From an optimization exercise on the open Yosys and OpenROAD flow, aimed at small area, a short achievable clock period and few clock cycles per item; shortcuts taken in it are not production practice. Only simulation tests tie the RTL to the original design; equivalence was not proved.

==> flow/design.v, too long to show whole: its modules and the start of the top module <==
// module arctan: 3194 lines
// module arctan_fa: 4 lines
// module arctan_ha: 4 lines
// module arctan_top: 29 lines
module arctan_top(
	input             clk,
	input             rst,
	input             in_valid,
	output            in_ready,
	input      [31:0] inx,
	input      [31:0] iny,
	output reg        out_valid,
	output reg [31:0] out
);
  // ...
==> flow/flow/run.sh <==
#!/bin/bash
# The standard layout (standard.sh), with plain buf_1 cells as the port
# buffers instead of the delay buffer the resizer picks by default.
# make's full output goes to flow_make.log; ORFS keeps each step's log under orfs/logs/.
set -euo pipefail
BUFFER_PORTS_ARGS="-buffer_cell sky130_fd_sc_hd__buf_1" bash standard.sh finish > flow_make.log 2>&1
==> flow/standard.sh <==
#!/bin/bash
# synth_recipe.tcl (not shown) runs the flow's synth.tcl, then flattens the netlist and writes it again
# the make line also repeats each setting of config.mk as NAME=value (left out here)
make -C /OpenROAD-flow-scripts/flow DESIGN_CONFIG=/design/flow/config.mk WORK_HOME=/design/flow/orfs CLKGATE_MAP_FILE= SYNTH_SCRIPT=/design/flow/synth_recipe.tcl "${@:-finish}"
==> flow/config.mk <==
export PLATFORM = sky130hd
export DESIGN_NAME = arctan_top
export DESIGN_NICKNAME = arctan_top
export VERILOG_FILES = /design/flow/design.v
export SDC_FILE = /design/flow/constraint.sdc
export NUM_CORES = 4
export LEC_CHECK = 0
export CAP_MARGIN = 20
export CORE_MARGIN = 2
export CORE_UTILIZATION = 40
export CTS_BUF_LIST = sky130_fd_sc_hd__clkbuf_8
export CTS_CLUSTER_DIAMETER = 84
export CTS_CLUSTER_SIZE = 14
export SLEW_MARGIN = 20
export SYNTH_HIERARCHICAL = 1
export SYNTH_MINIMUM_KEEP_SIZE = 0
==> flow/constraint.sdc <==
create_clock -name core_clock -period 200.0 [get_ports {clk}]
set_input_delay 40.0000 -clock core_clock [delete_from_list [all_inputs] [get_ports {clk}]]
set_output_delay 40.0000 -clock core_clock [all_outputs]
set_load 0.01 [all_outputs]
==> impl_results.md, run 1 <==
* Core area at 111000 sq um
* Initial DRC count at 726
* Status: timing/DRC/antenna clean
* Final antenna-violating net count at 0
* WL met2 at 44000 microns
* Clk Latency, worst-skew pair at 680 ps
* Data buffer area share at 0.0123
* CP endpoint: out_valid
* Synth Area in Compound Gates at 0.0158
* Synth-to-Final Area Change at 6.92%
* Repair and plain buffers at about 130
* Register area at 10000 sq um
* Syn Inst Count at 3299
* Final nets at 4841
* Peak Freq at roughly 24 MHz
* WL final at 83600 microns
* Vias at 22100
* Finished Cell Area at 47900 sq um
* Die Ht at 339 microns
* Global route hottest layer: met2
* Total grt overflow at 0
* Multi-input gate area at around 33000 sq um
* Distinct cell type count after synthesis at 63
* Post-Synth Simple-Gate Area at 0.0225
* Slowest cell on the critical path: dfxtp_1
* CTS tree: done
* Number of synthesized flops with an enable pin at 0
* CP startpoint: out_valid
* Critical Path, Cell by Cell: buf_1
* Sequential-to-total area share from yosys stat at 0.223
* Synth Area in Adders at 0.566
* Post-CTS setup buffer count at 0
Testbench counts, summed over its fixed seeds: cycles 3,264, items 3,200.
==> run 2, diff against run 1 <==
--- a/flow/design.v
+++ b/flow/design.v
@@ -7,7 +7,7 @@
 wire [32:0] v_0;
 wire [33:0] v_0_c;
 assign v_0_c[0] = 1'b0;
-arctan_fa fa1(.a(~(iny[0] ^ iny[31])), .b(inx[0]), .c(v_0_c[0]), .s(v_0[0]), .co(v_0_c[1]));
+arctan_ha ha1(.a(~(iny[0] ^ iny[31])), .b(inx[0]), .s(v_0[0]), .co(v_0_c[1]));
 arctan_fa fa2(.a(~(iny[1] ^ iny[31])), .b(inx[1]), .c(v_0_c[1]), .s(v_0[1]), .co(v_0_c[2]));
 arctan_fa fa3(.a(~(iny[2] ^ iny[31])), .b(inx[2]), .c(v_0_c[2]), .s(v_0[2]), .co(v_0_c[3]));
 arctan_fa fa4(.a(~(iny[3] ^ iny[31])), .b(inx[3]), .c(v_0_c[3]), .s(v_0[3]), .co(v_0_c[4]));
@@ -117,7 +117,7 @@
 wire [33:0] v_1;
 wire [34:0] v_1_c;
 assign v_1_c[0] = 1'b0;
-arctan_fa fa66(.a(tn_0[0]), .b(x_1[1]), .c(v_1_c[0]), .s(v_1[0]), .co(v_1_c[1]));
+arctan_ha ha66(.a(tn_0[0]), .b(x_1[1]), .s(v_1[0]), .co(v_1_c[1]));
 arctan_fa fa67(.a(tn_0[1]), .b(x_1[2]), .c(v_1_c[1]), .s(v_1[1]), .co(v_1_c[2]));
 arctan_fa fa68(.a(tn_0[2]), .b(x_1[3]), .c(v_1_c[2]), .s(v_1[2]), .co(v_1_c[3]));
 arctan_fa fa69(.a(tn_0[3]), .b(x_1[4]), .c(v_1_c[3]), .s(v_1[3]), .co(v_1_c[4]));
@@ -231,7 +231,7 @@
 wire [32:0] v_2;
 wire [33:0] v_2_c;
 assign v_2_c[0] = 1'b0;
-arctan_fa fa132(.a(tn_1[0]), .b(x_2[2]), .c(v_2_c[0]), .s(v_2[0]), .co(v_2_c[1]));
+arctan_ha ha132(.a(tn_1[0]), .b(x_2[2]), .s(v_2[0]), .co(v_2_c[1]));
 arctan_fa fa133(.a(tn_1[1]), .b(x_2[3]), .c(v_2_c[1]), .s(v_2[1]), .co(v_2_c[2]));
 arctan_fa fa134(.a(tn_1[2]), .b(x_2[4]), .c(v_2_c[2]), .s(v_2[2]), .co(v_2_c[3]));
 arctan_fa fa135(.a(tn_1[3]), .b(x_2[5]), .c(v_2_c[3]), .s(v_2[3]), .co(v_2_c[4]));
@@ -350,7 +350,7 @@
 wire [31:0] v_3;
 wire [32:0] v_3_c;
 assign v_3_c[0] = 1'b0;
-arctan_fa fa198(.a(tn_2[0]), .b(rx_0[3]), .c(v_3_c[0]), .s(v_3[0]), .co(v_3_c[1]));
+arctan_ha ha198(.a(tn_2[0]), .b(rx_0[3]), .s(v_3[0]), .co(v_3_c[1]));
 arctan_fa fa199(.a(tn_2[1]), .b(rx_0[4]), .c(v_3_c[1]), .s(v_3[1]), .co(v_3_c[2]));
 arctan_fa fa200(.a(tn_2[2]), .b(rx_0[5]), .c(v_3_c[2]), .s(v_3[2]), .co(v_3_c[3]));
 arctan_fa fa201(.a(tn_2[3]), .b(rx_0[6]), .c(v_3_c[3]), .s(v_3[3]), .co(v_3_c[4]));
@@ -459,7 +459,7 @@
 wire [30:0] v_4;
 wire [31:0] v_4_c;
 assign v_4_c[0] = 1'b0;
-arctan_fa fa263(.a(tn_3[0]), .b(x_4[4]), .c(v_4_c[0]), .s(v_4[0]), .co(v_4_c[1]));
+arctan_ha ha263(.a(tn_3[0]), .b(x_4[4]), .s(v_4[0]), .co(v_4_c[1]));
 arctan_fa fa264(.a(tn_3[1]), .b(x_4[5]), .c(v_4_c[1]), .s(v_4[1]), .co(v_4_c[2]));
 arctan_fa fa265(.a(tn_3[2]), .b(x_4[6]), .c(v_4_c[2]), .s(v_4[2]), .co(v_4_c[3]));
 arctan_fa fa266(.a(tn_3[3]), .b(x_4[7]), .c(v_4_c[3]), .s(v_4[3]), .co(v_4_c[4]));
@@ -566,7 +566,7 @@
 wire [29:0] v_5;
 wire [30:0] v_5_c;
 assign v_5_c[0] = 1'b0;
-arctan_fa fa327(.a(tn_4[0]), .b(x_5[5]), .c(v_5_c[0]), .s(v_5[0]), .co(v_5_c[1]));
+arctan_ha ha327(.a(tn_4[0]), .b(x_5[5]), .s(v_5[0]), .co(v_5_c[1]));
 arctan_fa fa328(.a(tn_4[1]), .b(x_5[6]), .c(v_5_c[1]), .s(v_5[1]), .co(v_5_c[2]));
 arctan_fa fa329(.a(tn_4[2]), .b(x_5[7]), .c(v_5_c[2]), .s(v_5[2]), .co(v_5_c[3]));
 arctan_fa fa330(.a(tn_4[3]), .b(x_5[8]), .c(v_5_c[3]), .s(v_5[3]), .co(v_5_c[4]));
@@ -679,7 +679,7 @@
 wire [28:0] v_6;
 wire [29:0] v_6_c;
 assign v_6_c[0] = 1'b0;
-arctan_fa fa390(.a(ru_1[0]), .b(rx_1[6]), .c(v_6_c[0]), .s(v_6[0]), .co(v_6_c[1]));
+arctan_ha ha390(.a(ru_1[0]), .b(rx_1[6]), .s(v_6[0]), .co(v_6_c[1]));
 arctan_fa fa391(.a(ru_1[1]), .b(rx_1[7]), .c(v_6_c[1]), .s(v_6[1]), .co(v_6_c[2]));
 arctan_fa fa392(.a(ru_1[2]), .b(rx_1[8]), .c(v_6_c[2]), .s(v_6[2]), .co(v_6_c[3]));
 arctan_fa fa393(.a(ru_1[3]), .b(rx_1[9]), .c(v_6_c[3]), .s(v_6[3]), .co(v_6_c[4]));
@@ -782,7 +782,7 @@
 wire [27:0] v_7;
 wire [28:0] v_7_c;
 assign v_7_c[0] = 1'b0;
-arctan_fa fa452(.a(tn_6[0]), .b(x_7[7]), .c(v_7_c[0]), .s(v_7[0]), .co(v_7_c[1]));
+arctan_ha ha452(.a(tn_6[0]), .b(x_7[7]), .s(v_7[0]), .co(v_7_c[1]));
 arctan_fa fa453(.a(tn_6[1]), .b(x_7[8]), .c(v_7_c[1]), .s(v_7[1]), .co(v_7_c[2]));
 arctan_fa fa454(.a(tn_6[2]), .b(x_7[9]), .c(v_7_c[2]), .s(v_7[2]), .co(v_7_c[3]));
 arctan_fa fa455(.a(tn_6[3]), .b(x_7[10]), .c(v_7_c[3]), .s(v_7[3]), .co(v_7_c[4]));
@@ -883,7 +883,7 @@
 wire [26:0] v_8;
 wire [27:0] v_8_c;
 assign v_8_c[0] = 1'b0;
-arctan_fa fa513(.a(tn_7[0]), .b(x_8[8]), .c(v_8_c[0]), .s(v_8[0]), .co(v_8_c[1]));
+arctan_ha ha513(.a(tn_7[0]), .b(x_8[8]), .s(v_8[0]), .co(v_8_c[1]));
 arctan_fa fa514(.a(tn_7[1]), .b(x_8[9]), .c(v_8_c[1]), .s(v_8[1]), .co(v_8_c[2]));
 arctan_fa fa515(.a(tn_7[2]), .b(x_8[10]), .c(v_8_c[2]), .s(v_8[2]), .co(v_8_c[3]));
 arctan_fa fa516(.a(tn_7[3]), .b(x_8[11]), .c(v_8_c[3]), .s(v_8[3]), .co(v_8_c[4]));
@@ -990,7 +990,7 @@
 wire [25:0] v_9;
 wire [26:0] v_9_c;
 assign v_9_c[0] = 1'b0;
-arctan_fa fa573(.a(ru_2[0]), .b(rx_2[9]), .c(v_9_c[0]), .s(v_9[0]), .co(v_9_c[1]));
+arctan_ha ha573(.a(ru_2[0]), .b(rx_2[9]), .s(v_9[0]), .co(v_9_c[1]));
 arctan_fa fa574(.a(ru_2[1]), .b(rx_2[10]), .c(v_9_c[1]), .s(v_9[1]), .co(v_9_c[2]));
 arctan_fa fa575(.a(ru_2[2]), .b(rx_2[11]), .c(v_9_c[2]), .s(v_9[2]), .co(v_9_c[3]));
 arctan_fa fa576(.a(ru_2[3]), .b(rx_2[12]), .c(v_9_c[3]), .s(v_9[3]), .co(v_9_c[4]));
@@ -1087,7 +1087,7 @@
 wire [24:0] v_10;
 wire [25:0] v_10_c;
 assign v_10_c[0] = 1'b0;
-arctan_fa fa632(.a(tn_9[0]), .b(x_10[10]), .c(v_10_c[0]), .s(v_10[0]), .co(v_10_c[1]));
+arctan_ha ha632(.a(tn_9[0]), .b(x_10[10]), .s(v_10[0]), .co(v_10_c[1]));
 arctan_fa fa633(.a(tn_9[1]), .b(x_10[11]), .c(v_10_c[1]), .s(v_10[1]), .co(v_10_c[2]));
 arctan_fa fa634(.a(tn_9[2]), .b(x_10[12]), .c(v_10_c[2]), .s(v_10[2]), .co(v_10_c[3]));
 arctan_fa fa635(.a(tn_9[3]), .b(x_10[13]), .c(v_10_c[3]), .s(v_10[3]), .co(v_10_c[4]));
@@ -1182,7 +1182,7 @@
 wire [23:0] v_11;
 wire [24:0] v_11_c;
 assign v_11_c[0] = 1'b0;
-arctan_fa fa690(.a(tn_10[0]), .b(x_11[11]), .c(v_11_c[0]), .s(v_11[0]), .co(v_11_c[1]));
+arctan_ha ha690(.a(tn_10[0]), .b(x_11[11]), .s(v_11[0]), .co(v_11_c[1]));
 arctan_fa fa691(.a(tn_10[1]), .b(x_11[12]), .c(v_11_c[1]), .s(v_11[1]), .co(v_11_c[2]));
 arctan_fa fa692(.a(tn_10[2]), .b(x_11[13]), .c(v_11_c[2]), .s(v_11[2]), .co(v_11_c[3]));
 arctan_fa fa693(.a(tn_10[3]), .b(x_11[14]), .c(v_11_c[3]), .s(v_11[3]), .co(v_11_c[4]));
--- a/flow/config.mk
+++ b/flow/config.mk
@@ -7,10 +7,11 @@
 export LEC_CHECK = 0
 export CAP_MARGIN = 20
 export CORE_MARGIN = 2
-export CORE_UTILIZATION = 40
+export CORE_UTILIZATION = 55
 export CTS_BUF_LIST = sky130_fd_sc_hd__clkbuf_8
 export CTS_CLUSTER_DIAMETER = 84
 export CTS_CLUSTER_SIZE = 14
+export PLACE_DENSITY = 0.65
 export SLEW_MARGIN = 20
 export SYNTH_HIERARCHICAL = 1
 export SYNTH_MINIMUM_KEEP_SIZE = 0
==> impl_results.md, run 2 <==
* Initial DRC count at 760 (was 726)
* Clk_skew at 67.6 ps (was 39.8 ps)
* Worst Path Buf+Inv at 1 (unchanged)
* GRT Util Overall at 0.220 (was 0.156)
* Critical setup path kind: reg -> out (unchanged)
* Initial antenna violation count at 5 (unchanged)
* Synth-to-Final Area Change at 5.80% (was 6.92%)
* Clock Tree Buf Depth at 3 (unchanged)
* Final setup viols at 0 (unchanged)
* Die ar. at 83600 sq um (was 115000 sq um)
* Initial Util at 0.555 (was 0.404)
* Worst setup EP type: primary output (unchanged)
* Reg2reg start: u_arctan.ra_3 (unchanged)
* Register area at 10000 sq um (unchanged)
* Post-CTS setup buffer count at 0 (unchanged)
* Delay-heaviest family, CP: flip-flops (unchanged)
* Synth Area in Adders at 0.565 (was 0.566)
* Vias in the first global route at 27400 (was 26800)
* Most common cell in the netlist: fa_1 (unchanged)
* Data arrival, critical path at 1140 ps (was 1170 ps)
* Final antenna-violating net count at 0 (unchanged)
* Flops & latches, synth at 500 (unchanged)
* Clk Latency, worst-skew pair at 700 ps (was 680 ps)
* Worst path depth at 1 (unchanged)
* Hold WC Path Type: reg -> reg (unchanged)
* Number of synthesized flops with an enable pin at 0 (unchanged)
* RSZ-0062 raised after global routing: false (unchanged)
* Multi-input gate area at 33100 sq um (was 33300 sq um)
* Top Ports at 101 (unchanged)
* Post-Synth Simple-Gate Area at 0.0226 (was 0.0225)
* Die W at 289 microns (was 339 microns)
* Post-synthesis async set-or-reset flop share at 0 (unchanged)
* Yosys top cell area share at 0.498 (was 0.502)
* Ys flop type: dfxtp_1 (unchanged)
* Largest net degree at the start of global routing at 36 (was 35)
* Most area-consuming cells after synthesis: fa_1 50%, dfxtp_1 22%, xnor2_1 8.2%, ha_1 6.8%, xor2_1 4.8% (was fa_1 50%, dfxtp_1 22%, xnor2_1 8.1%, ha_1 6.4%, xor2_1 4.7%)
* Avg Cell Area, Syn at 13.6 sq um (about the same)
* First-pass GRT wire length at 143000 microns (was 142000 microns)
* WL/cell at 18.7 microns (was 17.0 microns)
* H-Tree Depth at 2 (unchanged)
* CTS Sinks at 500 (unchanged)
* Fill cells at 6480 (was 10300)
* Slew HR at 0.321 (was 0.332)
* MaxCap Viol Count at 0 (unchanged)
* DP Area at 46500 sq um (was 47200 sq um)
* Final nets at 4830 (was 4841)
* CTS root buf: clkbuf_8 (unchanged)
* CP max FO at 1 (unchanged)
* FF-to-FF path depth at 109 (unchanged)
* Synthesized area at 44700 sq um (was 44800 sq um)
* WL final at 83700 microns (was 83600 microns)
* Minimum clock period at 41140 ps (was 41160 ps)
* Worst Min Path Start: u_arctan.rd_4[8] (was u_arctan.rd_4[7])
* Final Hold Fails at 0 (unchanged)
* Worst-path clk slew at 90 ps (about the same)
* Finished Cell Area at 47300 sq um (was 47900 sq um)
* Cell taking the most area after synthesis: fa_1 (unchanged)
* Distinct cell type count after synthesis at 63 (unchanged)
* Vias at 22600 (was 22100)
* Synth Warn # at 8 (unchanged)
* Setup_tns at 0 ps (unchanged)
* Die Ht at 289 microns (was 339 microns)
* R2R Setup Slk at 158940 ps (was 159100 ps)
* Most frequent cells in the layout: 1112 x fa_1, 498 x dfxtp_1, 401 x xnor2_1 (was 1124 x fa_1, 498 x dfxtp_1, 399 x inv_1, 399 x xnor2_1, 243 x xor2_1)
* Peak per-stage delay on the critical path at 330 ps (was 350 ps)
* Layout cell share with drive strength beyond 1 at 0.0374 (was 0.0362)
* Final period utilization at 0.206 (about the same)
* Status: timing/DRC/antenna clean (unchanged)
* Peak Freq at 24.3 MHz (about the same)
* Core area at 80500 sq um (was 111000 sq um)
* Post-synthesis xor/xnor area fraction at 0.132 (about the same)
* Slowest cell on the critical path: dfxtp_1 (unchanged)
* Commonest non-fill, non-tap cell in the layout: fa_1 (unchanged)
* Post-synth top cells: 1112 x fa_1, 500 x dfxtp_1, 417 x xnor2_1, 396 x inv_1 (was 1124 x fa_1, 500 x dfxtp_1, 417 x xnor2_1, 396 x inv_1, 243 x xor2_1)
* CTS tree: done (unchanged)
* Total grt overflow at 0 (unchanged)
* Critical Path RT at 160000 ps (about the same)
* Syn Inst Count at 3299 (unchanged)
* Worst Hold Depth at 0 (unchanged)
* Max Slew Vio Count at 0 (unchanged)
* Sequential-to-total area share from yosys stat at 0.224 (was 0.223)
* Post-cts repair resize count at 0 (unchanged)
* Biggest regs: u_arctan.rx_0 x34, u_arctan.rx_1 x34, u_arctan.rx_2 x34 (unchanged)
* Row count at 104 (was 122)
* Synth Area in Compound Gates at 0.0159 (was 0.0158)
* Routability cong. at 0.907 (was 0.856)
* Multiplexer share of the synthesized area at 0.000811 (was 0.000809)
* Critical Path, Cell by Cell: buf_1 (unchanged)
* Via density at 5.04 (was 4.49)
* # port buffers at 99 (unchanged)
* End of the worst register-to-register path: u_arctan.rv_4[17] (unchanged)
* DRC Markers at 0 (unchanged)
* DP HPWL at 74900 microns (was 74700 microns)
* CTS buffer count at 46 (was 44)
* Startpoint Class: flop (unchanged)
* Worst-Margin Slew at 1020 ps (was 1000 ps)
* # hold bufs at CTS at 0 (unchanged)
* Worst hold endpoint: u_arctan.rd_5[8] (was u_arctan.rd_5[7])
* Main combinational cell family by area after synthesis: adder cells (unchanged)
* First drt pass iteration count at 7 (was 5)
[run 2: area by class of cell]
class	instances	share of cell area
diodes	1	0.0000529
clock buffers	50	0.0145
clock inverters	13	0.00288
inverters	397	0.0315
multi-input cells	2336	0.699
flip-flops and latches	500	0.211
well taps	1060	0.0280
repair buffers	127	0.0123
[run 2: metal layers]
layer	track usage	wire length, microns	part of all wire	vias to the layer above
li1	-	-	-	10200
met1	0.284	34500	0.41	12000
met2	0.401	44800	0.54	285
met3	0.0241	2480	0.030	110
met4	0.0505	1870	0.022	0
met5	0	0	0	-
[run 2: cells by family after synthesis]
kind of cell               count (synthesis)
muxes                                      3
buffers and inverters                    463
and+or+nand+nor                          194
xor gates and xnor gates                 666
adders and majority gates               1355
other                                      2
DFF                                      500
AOI/OAI and AO/OA                        116
[run 2: worst max path at each step]
stage,from,end
3_3_place_gp,out_valid,out_valid
6_report,out[1],out[1]
2_1_floorplan,u_arctan.ra_3,u_arctan.rv_4[17]
3_5_place_dp,u_arctan.ra_3,u_arctan.rv_4[17]
4_1_cts,out[1],out[1]
5_1_grt,u_arctan.ra_3,u_arctan.rv_4[17]
[run 2: per-stage QoR]
step,util,worst slack (ps),hold slack [ps],std cells
after detailed placement,0.577,158980,312,4420
after floorplan,-,158050,310,3299
final,0.588,158860,323,4484
after global placement,0.577,159560,310,4420
after global routing,0.588,157540,335,4484
after CTS,0.588,158790,327,4483
[run 2: modules after synthesis (local to each module, per instance)]
module | cells | flops+latches | area (sq um)
arctan_fa | 1 | 0 | 20.0
arctan | 1852 | 396 | 17600
arctan_top | 114 | 104 | 2140
arctan_ha | 1 | 0 | 12.5
Testbench counts of run 2, summed over its fixed seeds: cycles 3,264, items 3,200.
==> run 3, diff against run 2 <==
--- a/flow/config.mk
+++ b/flow/config.mk
@@ -7,11 +7,11 @@
 export LEC_CHECK = 0
 export CAP_MARGIN = 20
 export CORE_MARGIN = 2
-export CORE_UTILIZATION = 55
+export CORE_UTILIZATION = 40
 export CTS_BUF_LIST = sky130_fd_sc_hd__clkbuf_8
 export CTS_CLUSTER_DIAMETER = 84
 export CTS_CLUSTER_SIZE = 14
-export PLACE_DENSITY = 0.65
+export PLACE_DENSITY = 0.75
 export SLEW_MARGIN = 20
 export SYNTH_HIERARCHICAL = 1
 export SYNTH_MINIMUM_KEEP_SIZE = 0
==> impl_results.md, run 3 <==
* Status: timing/DRC/antenna clean (unchanged)
* Worst path depth at 1 (unchanged)
* CTS tree: done (unchanged)
* Clock Tree Buf Depth at 3 (unchanged)
* Die Ht at 338 microns (was 289 microns)
* Max Slew Vio Count at 0 (unchanged)
* CTS root buf: clkbuf_8 (unchanged)
* # port buffers at 99 (unchanged)
* Synth Warn # at 8 (unchanged)
* Worst setup EP type: primary output (unchanged)
* Routability cong. at 0.875 (was 0.907)
* Final nets at 4827 (was 4830)
* Die W at 338 microns (was 289 microns)
* DRC Markers at 0 (unchanged)
* Die ar. at 115000 sq um (was 83600 sq um)
* H-Tree Depth at 2 (unchanged)
* Largest net degree at the start of global routing at 35 (was 36)
* Post-cts repair resize count at 0 (unchanged)
* Multi-input gate area at 33100 sq um (about the same)
* Met3 routed WL at 2810 microns (was 2480 microns)
* Slowest cell on the critical path: dfxtp_1 (unchanged)
* Minimum clock period at 41160 ps (was 41140 ps)
* Avg Cell Area, Syn at 13.6 sq um (unchanged)
* Initial DRC count at 861 (was 760)
* Data arrival, critical path at 1160 ps (was 1140 ps)
* Yosys top cell area share at 0.498 (unchanged)
* Worst Hold Depth at 0 (unchanged)
* Register area at 10000 sq um (unchanged)
* CTS buffer count at 43 (was 46)
* Worst-path clk slew at 90 ps (about the same)
* Layout cell share with drive strength beyond 1 at 0.0346 (was 0.0374)
* Most frequent cells in the layout: 1112 x fa_1, 498 x dfxtp_1, 401 x xnor2_1 (unchanged)
* # hold bufs at CTS at 0 (unchanged)
* Cell taking the most area after synthesis: fa_1 (unchanged)
* Non-filler cells, final at 4901 (was 4484)
* Core area at 111000 sq um (was 80500 sq um)
* First-pass GRT wire length at 137000 microns (was 143000 microns)
* Fill cells at 10100 (was 6480)
* Syn Inst Count at 3299 (unchanged)
* Peak per-stage delay on the critical path at 330 ps (about the same)
* Ys flop type: dfxtp_1 (unchanged)
* Number of synthesized flops with an enable pin at 0 (unchanged)
* DR top layer: met5 (was met4)
* Most area-consuming cells after synthesis: fa_1 50%, dfxtp_1 22%, xnor2_1 8.2%, ha_1 6.8%, xor2_1 4.8% (unchanged)
* MaxCap Viol Count at 0 (unchanged)
* Critical setup path kind: reg -> out (unchanged)
* Top Ports at 101 (unchanged)
* Initial Util at 0.404 (was 0.555)
* WL met2 at 41500 microns (was 44800 microns)
* Distinct cell type count after synthesis at 63 (unchanged)
* Vias in the first global route at 27000 (was 27400)
* Post-CTS setup buffer count at 0 (unchanged)
* Vias at 22300 (was 22600)
* Met1 Wirelength at 32500 microns (was 34500 microns)
* First drt pass iteration count at 5 (was 7)
* Sequential-to-total area share from yosys stat at 0.224 (unchanged)
* Final Hold Fails at 0 (unchanged)
* Post-synth top cells: 1112 x fa_1, 500 x dfxtp_1, 417 x xnor2_1, 396 x inv_1 (unchanged)
* Final antenna-violating net count at 0 (unchanged)
* Setup_tns at 0 ps (unchanged)
* Critical Path, Cell by Cell: buf_1 (unchanged)
* Total grt overflow at 0 (unchanged)
* CTS Sinks at 500 (unchanged)
* Worst Path Buf+Inv at 1 (unchanged)
* Delay-heaviest family, CP: flip-flops (unchanged)
* Clk Latency, worst-skew pair at 690 ps (was 700 ps)
* RSZ-0062 raised after global routing: false (unchanged)
* WL final at 79500 microns (was 83700 microns)
* Hold WC Path Type: reg -> reg (unchanged)
* Via density at 4.56 (was 5.04)
* Peak Freq at 24.3 MHz (about the same)
* Most common cell in the netlist: fa_1 (unchanged)
* DP HPWL at 70400 microns (was 74900 microns)
* Startpoint Class: flop (unchanged)
* Worst-Margin Slew at 1090 ps (was 1020 ps)
* Flops & latches, synth at 500 (unchanged)
* Biggest regs: u_arctan.rx_0 x34, u_arctan.rx_1 x34, u_arctan.rx_2 x34 (unchanged)
* Clk_skew at 54.5 ps (was 67.6 ps)
* Synthesized area at 44700 sq um (unchanged)
* Slew HR at 0.275 (was 0.321)
* WL/cell at 16.2 microns (was 18.7 microns)
* FF-to-FF path depth at 108 (was 109)
* Row count at 122 (was 104)
* Final period utilization at 0.206 (about the same)
* Initial antenna violation count at 7 (was 5)
* Final setup viols at 0 (unchanged)
* Commonest non-fill, non-tap cell in the layout: fa_1 (unchanged)
* GRT Util Overall at 0.148 (was 0.220)
* Post-synthesis async set-or-reset flop share at 0 (unchanged)
* CP max FO at 1 (unchanged)
* Placed Cells at 4848 (was 4420)
* Synth-to-Final Area Change at 6.70% (was 5.80%)
* Critical Path RT at 160000 ps (about the same)
## run 3: logic make-up after synthesis
family	count (synthesis)	synth area share
buf+inv	463	0.0394
xor+xnor	666	0.132
mux	3	0.000811
compound gates	116	0.0159
other cells	2	0.000168
simple gates	194	0.0226
flops	500	0.224
fa+ha+maj	1355	0.565
## run 3: per-module statistics from Yosys, one instance, submodules excluded
| module | flops+latches | cells inside | copies in the design | area (sq um) |
|---|---|---|---|---|
| arctan | 396 | 1852 | 1 | 17600 |
| arctan_top | 104 | 114 | 1 | 2140 |
| arctan_fa | 0 | 1 | 1112 | 20.0 |
| arctan_ha | 0 | 1 | 221 | 12.5 |
## run 3: worst reg2reg max path, delay by kind of cell (launching register included)
family | cells | cell delay [ps]
adder cells (fa/ha/maj) | 95 | 37700
XOR/XNOR | 9 | 1820
buffers and inverters | 3 | 970
flip-flops | 1 | 340
AND/OR/NAND/NOR | 1 | 150
## run 3: worst paths after layout
path / end / slack, ps / startpoint
min reg2reg: u_arctan.rd_5[12] / 310 / u_arctan.rd_4[12]
max: out[19] / 158840 / out[19]
min: u_arctan.rd_5[12] / 310 / u_arctan.rd_4[12]
max reg2reg: u_arctan.rv_4[17] / 158910 / u_arctan.rl_3[11]
## run 3: layout make-up
cell class / instances / area share
Sequential cell: 500 / 0.210
Antenna cell: 2 / 0.000105
Tap cell: 1488 / 0.0390
Clock inverter: 8 / 0.00176
Inverter: 397 / 0.0312
Clock buffer: 43 / 0.0124
Multi-Input combinational cell: 2336 / 0.694
Timing Repair Buffer: 127 / 0.0122
## run 3: stage by stage
stage               hold WS [ps]  utilization  instance area [sq um]  setup slack [ps]
global route                 314        0.431                  47700            157480
global placement             311        0.425                  47000            159240
detailed placement           312        0.425                  47000            158750
finish                       313        0.431                  47700            158840
CTS                          295        0.431                  47700            158730
floorplan                    310            -                  44700            158050
## run 3: metal layers
metal	global-route usage	vias up
met5	0	-
met4	0.0504	2
met3	0.0200	136
met2	0.267	378
met1	0.182	11700
li1	-	10200
==> run 4, diff against run 3 <==
--- a/flow/config.mk
+++ b/flow/config.mk
@@ -11,7 +11,6 @@
 export CTS_BUF_LIST = sky130_fd_sc_hd__clkbuf_8
 export CTS_CLUSTER_DIAMETER = 84
 export CTS_CLUSTER_SIZE = 14
-export PLACE_DENSITY = 0.75
 export SLEW_MARGIN = 20
 export SYNTH_HIERARCHICAL = 1
 export SYNTH_MINIMUM_KEEP_SIZE = 0
==> impl_results.md, run 4 <==
* Finished Cell Area at 47800 sq um (was 47700 sq um)
* Critical Path RT at 160000 ps (about the same)
* CTS root buf: clkbuf_8 (unchanged)
* MaxCap Viol Count at 0 (unchanged)
* Flops & latches, synth at 500 (unchanged)
* Status: timing/DRC/antenna clean (unchanged)
* Syn Inst Count at 3299 (unchanged)
* DP Area at 47100 sq um (was 47000 sq um)
* Yosys top cell area share at 0.498 (unchanged)
* CP max FO at 1 (unchanged)
* Most common cell in the netlist: fa_1 (unchanged)
* # port buffers at 99 (unchanged)
* Sequential-to-total area share from yosys stat at 0.224 (unchanged)
* Peak Freq at 24.3 MHz (about the same)
* Hold slack at 330 ps (was 313 ps)
* Final setup viols at 0 (unchanged)
* First-pass GRT wire length at 141000 microns (was 137000 microns)
* Slew HR at 0.332 (was 0.275)
* CTS buffer count at 45 (was 43)
* Layout cell share with drive strength beyond 1 at 0.0368 (was 0.0346)
* Fill cells at 10400 (was 10100)
* Post-synth top cells: 1112 x fa_1, 500 x dfxtp_1, 417 x xnor2_1, 396 x inv_1 (unchanged)
* Pre-CTS WS at 159210 ps (was 158750 ps)
* Via density at 4.46 (was 4.56)
* Initial Util at 0.404 (unchanged)
* Synth-to-Final Area Change at 6.92% (was 6.70%)
* Post-route setup slack at 158830 ps (was 158840 ps)
* CTS Sinks at 500 (unchanged)
* GRT Util Overall at 0.155 (was 0.148)
* Delay-heaviest family, CP: flip-flops (unchanged)
* Die W at 338 microns (unchanged)
* DP HPWL at 74200 microns (was 70400 microns)
* Worst setup EP type: primary output (unchanged)
* CTS tree: done (unchanged)
* Slowest cell on the critical path: dfxtp_1 (unchanged)
* Worst-Margin Slew at 1000 ps (was 1090 ps)
* First drt pass iteration count at 5 (unchanged)
* Initial DRC count at 687 (was 861)
* WL final at 83000 microns (was 79500 microns)
* Avg Cell Area, Syn at 13.6 sq um (unchanged)
* Clk_skew at 37.0 ps (was 54.5 ps)
* Most frequent cells in the layout: 1112 x fa_1, 498 x dfxtp_1, 400 x xnor2_1 (was 1112 x fa_1, 498 x dfxtp_1, 401 x xnor2_1)
* H-Tree Depth at 2 (unchanged)
* Post-synthesis async set-or-reset flop share at 0 (unchanged)
* Routability cong. at 0.855 (was 0.875)
* Most area-consuming cells after synthesis: fa_1 50%, dfxtp_1 22%, xnor2_1 8.2%, ha_1 6.8%, xor2_1 4.8% (unchanged)
* Hold WC Path Type: reg -> reg (unchanged)
* Clock Tree Buf Depth at 3 (unchanged)
* Die ar. at 115000 sq um (unchanged)
* Synth Warn # at 8 (unchanged)
* Peak per-stage delay on the critical path at 350 ps (was 330 ps)
* Final nets at 4830 (was 4827)
* Largest net degree at the start of global routing at 35 (unchanged)
* Die Ht at 338 microns (unchanged)
* Post-CTS setup buffer count at 0 (unchanged)
* Util after Layout at 0.432 (was 0.431)
* Final antenna-violating net count at 0 (unchanged)
* Biggest regs: u_arctan.rx_0 x34, u_arctan.rx_1 x34, u_arctan.rx_2 x34 (unchanged)
* Total grt overflow at 0 (unchanged)
* Final Hold Fails at 0 (unchanged)
* Row count at 122 (unchanged)
* Critical setup path kind: reg -> out (unchanged)
* Minimum clock period at 41180 ps (was 41160 ps)
* DRC Markers at 0 (unchanged)
* Initial antenna violation count at 3 (was 7)
* Setup_tns at 0 ps (unchanged)
* Final period utilization at 0.206 (about the same)
* WL/cell at 16.9 microns (was 16.2 microns)
* Clk Latency, worst-skew pair at 690 ps (about the same)
* Commonest non-fill, non-tap cell in the layout: fa_1 (unchanged)
* Vias in the first global route at 26400 (was 27000)
* Ys flop type: dfxtp_1 (unchanged)
* RSZ-0062 raised after global routing: false (unchanged)
* Number of synthesized flops with an enable pin at 0 (unchanged)
* Post-cts repair resize count at 0 (unchanged)
* Critical Path, Cell by Cell: buf_1 (unchanged)
* # hold bufs at CTS at 0 (unchanged)
* Distinct cell type count after synthesis at 63 (unchanged)
* Max Slew Vio Count at 0 (unchanged)
* Data arrival, critical path at 1170 ps (was 1160 ps)
* Core area at 111000 sq um (unchanged)
* Startpoint Class: flop (unchanged)
* Non-filler cells, final at 4909 (was 4901)
* Worst-path clk slew at 80 ps (was 90 ps)
* Worst Path Buf+Inv at 1 (unchanged)
* Synthesized area at 44700 sq um (unchanged)
* Top Ports at 101 (unchanged)
* Vias at 21900 (was 22300)
* Placed Cells at 4849 (was 4848)
* Cell taking the most area after synthesis: fa_1 (unchanged)
[run 4: cell counts after synthesis]
Identical to the previous run, type by type.
[run 4: cell type report]
type                            count  area (sq um)  share of cell area
Antenna cell                        1          2.50           0.0000523
Clock buffer                       46           633              0.0132
Clock inverter                     13           139             0.00290
Inverter                          397          1490              0.0312
Multi-Input combinational cell   2336         33100               0.692
Sequential cell                   500         10000               0.209
Tap cell                         1488          1860              0.0389
Timing Repair Buffer              128           589              0.0123
[run 4: per-layer routing]
metal / vias up / part of all wire / track usage
li1: 10200 / - / -
met1: 11500 / 0.43 / 0.199
met2: 202 / 0.53 / 0.284
met3: 79 / 0.020 / 0.0147
met4: 0 / 0.017 / 0.0303
met5: - / 0 / 0
[run 4: cells by family (layout without fill, tap and decap cells)]
logic type / count (synthesis) / after routing / share of synthesized area
muxes: 3 / 3 / 0.000811
AOI/OAI and AO/OA: 116 / 116 / 0.0159
adders and majority gates: 1355 / 1355 / 0.565
DFF: 500 / 500 / 0.224
buffers and inverters: 463 / 584 / 0.0394
other: 2 / 3 / 0.000168
xor gates and xnor gates: 666 / 666 / 0.132
and+or+nand+nor: 194 / 194 / 0.0226
[run 4: worst paths after layout]
kind	depth (start not counted)	start	endpoint	slack, ps
min	0	u_arctan.rd_4[0]	u_arctan.rd_5[0]	330
max	1	out_valid	out_valid	158830
max reg2reg	109	u_arctan.ra_3	u_arctan.rv_4[17]	159200
min reg2reg	0	u_arctan.rd_4[0]	u_arctan.rd_5[0]	330
[run 4: modules after synthesis (local to each module, per instance)]
module / times used / area [sq um]
arctan: 1 / 17600
arctan_top: 1 / 2140
arctan_fa: 1112 / 20.0
arctan_ha: 221 / 12.5

==> re-timing with driven ports <==
The results above use ideal ports. As a check the final layouts listed here were re-extracted and re-timed, cells and wires unchanged. Step 1: set_driving_cell puts a clkbuf_16 on clk and a buf_2 on each other input, an assumption about the parent block. Step 2, shift: input delay + t, output delay - t, t = (earliest + latest rising clock arrival at the registers) / 2. This alone moves slack from input paths to output paths. Slacks: ideal / step 1 / step 2; pairs: ideal / step 1.
| run | t (ns) | setup slack, ns | worst data-port slew with drivers (ns) |
|---|---|---|---|
| run 1 | 0.727 | 158.835 / 158.766 / 159.105 | 0.04 |
| run 2 | 0.722 | 158.864 / 158.805 / 158.937 | 0.04 |
| run 3 | 0.738 | 158.840 / 158.774 / 158.912 | 0.04 |
| run 4 | 0.736 | 158.825 / 158.758 / 159.196 | 0.04 |
After both steps setup and hold are still met in every run listed.
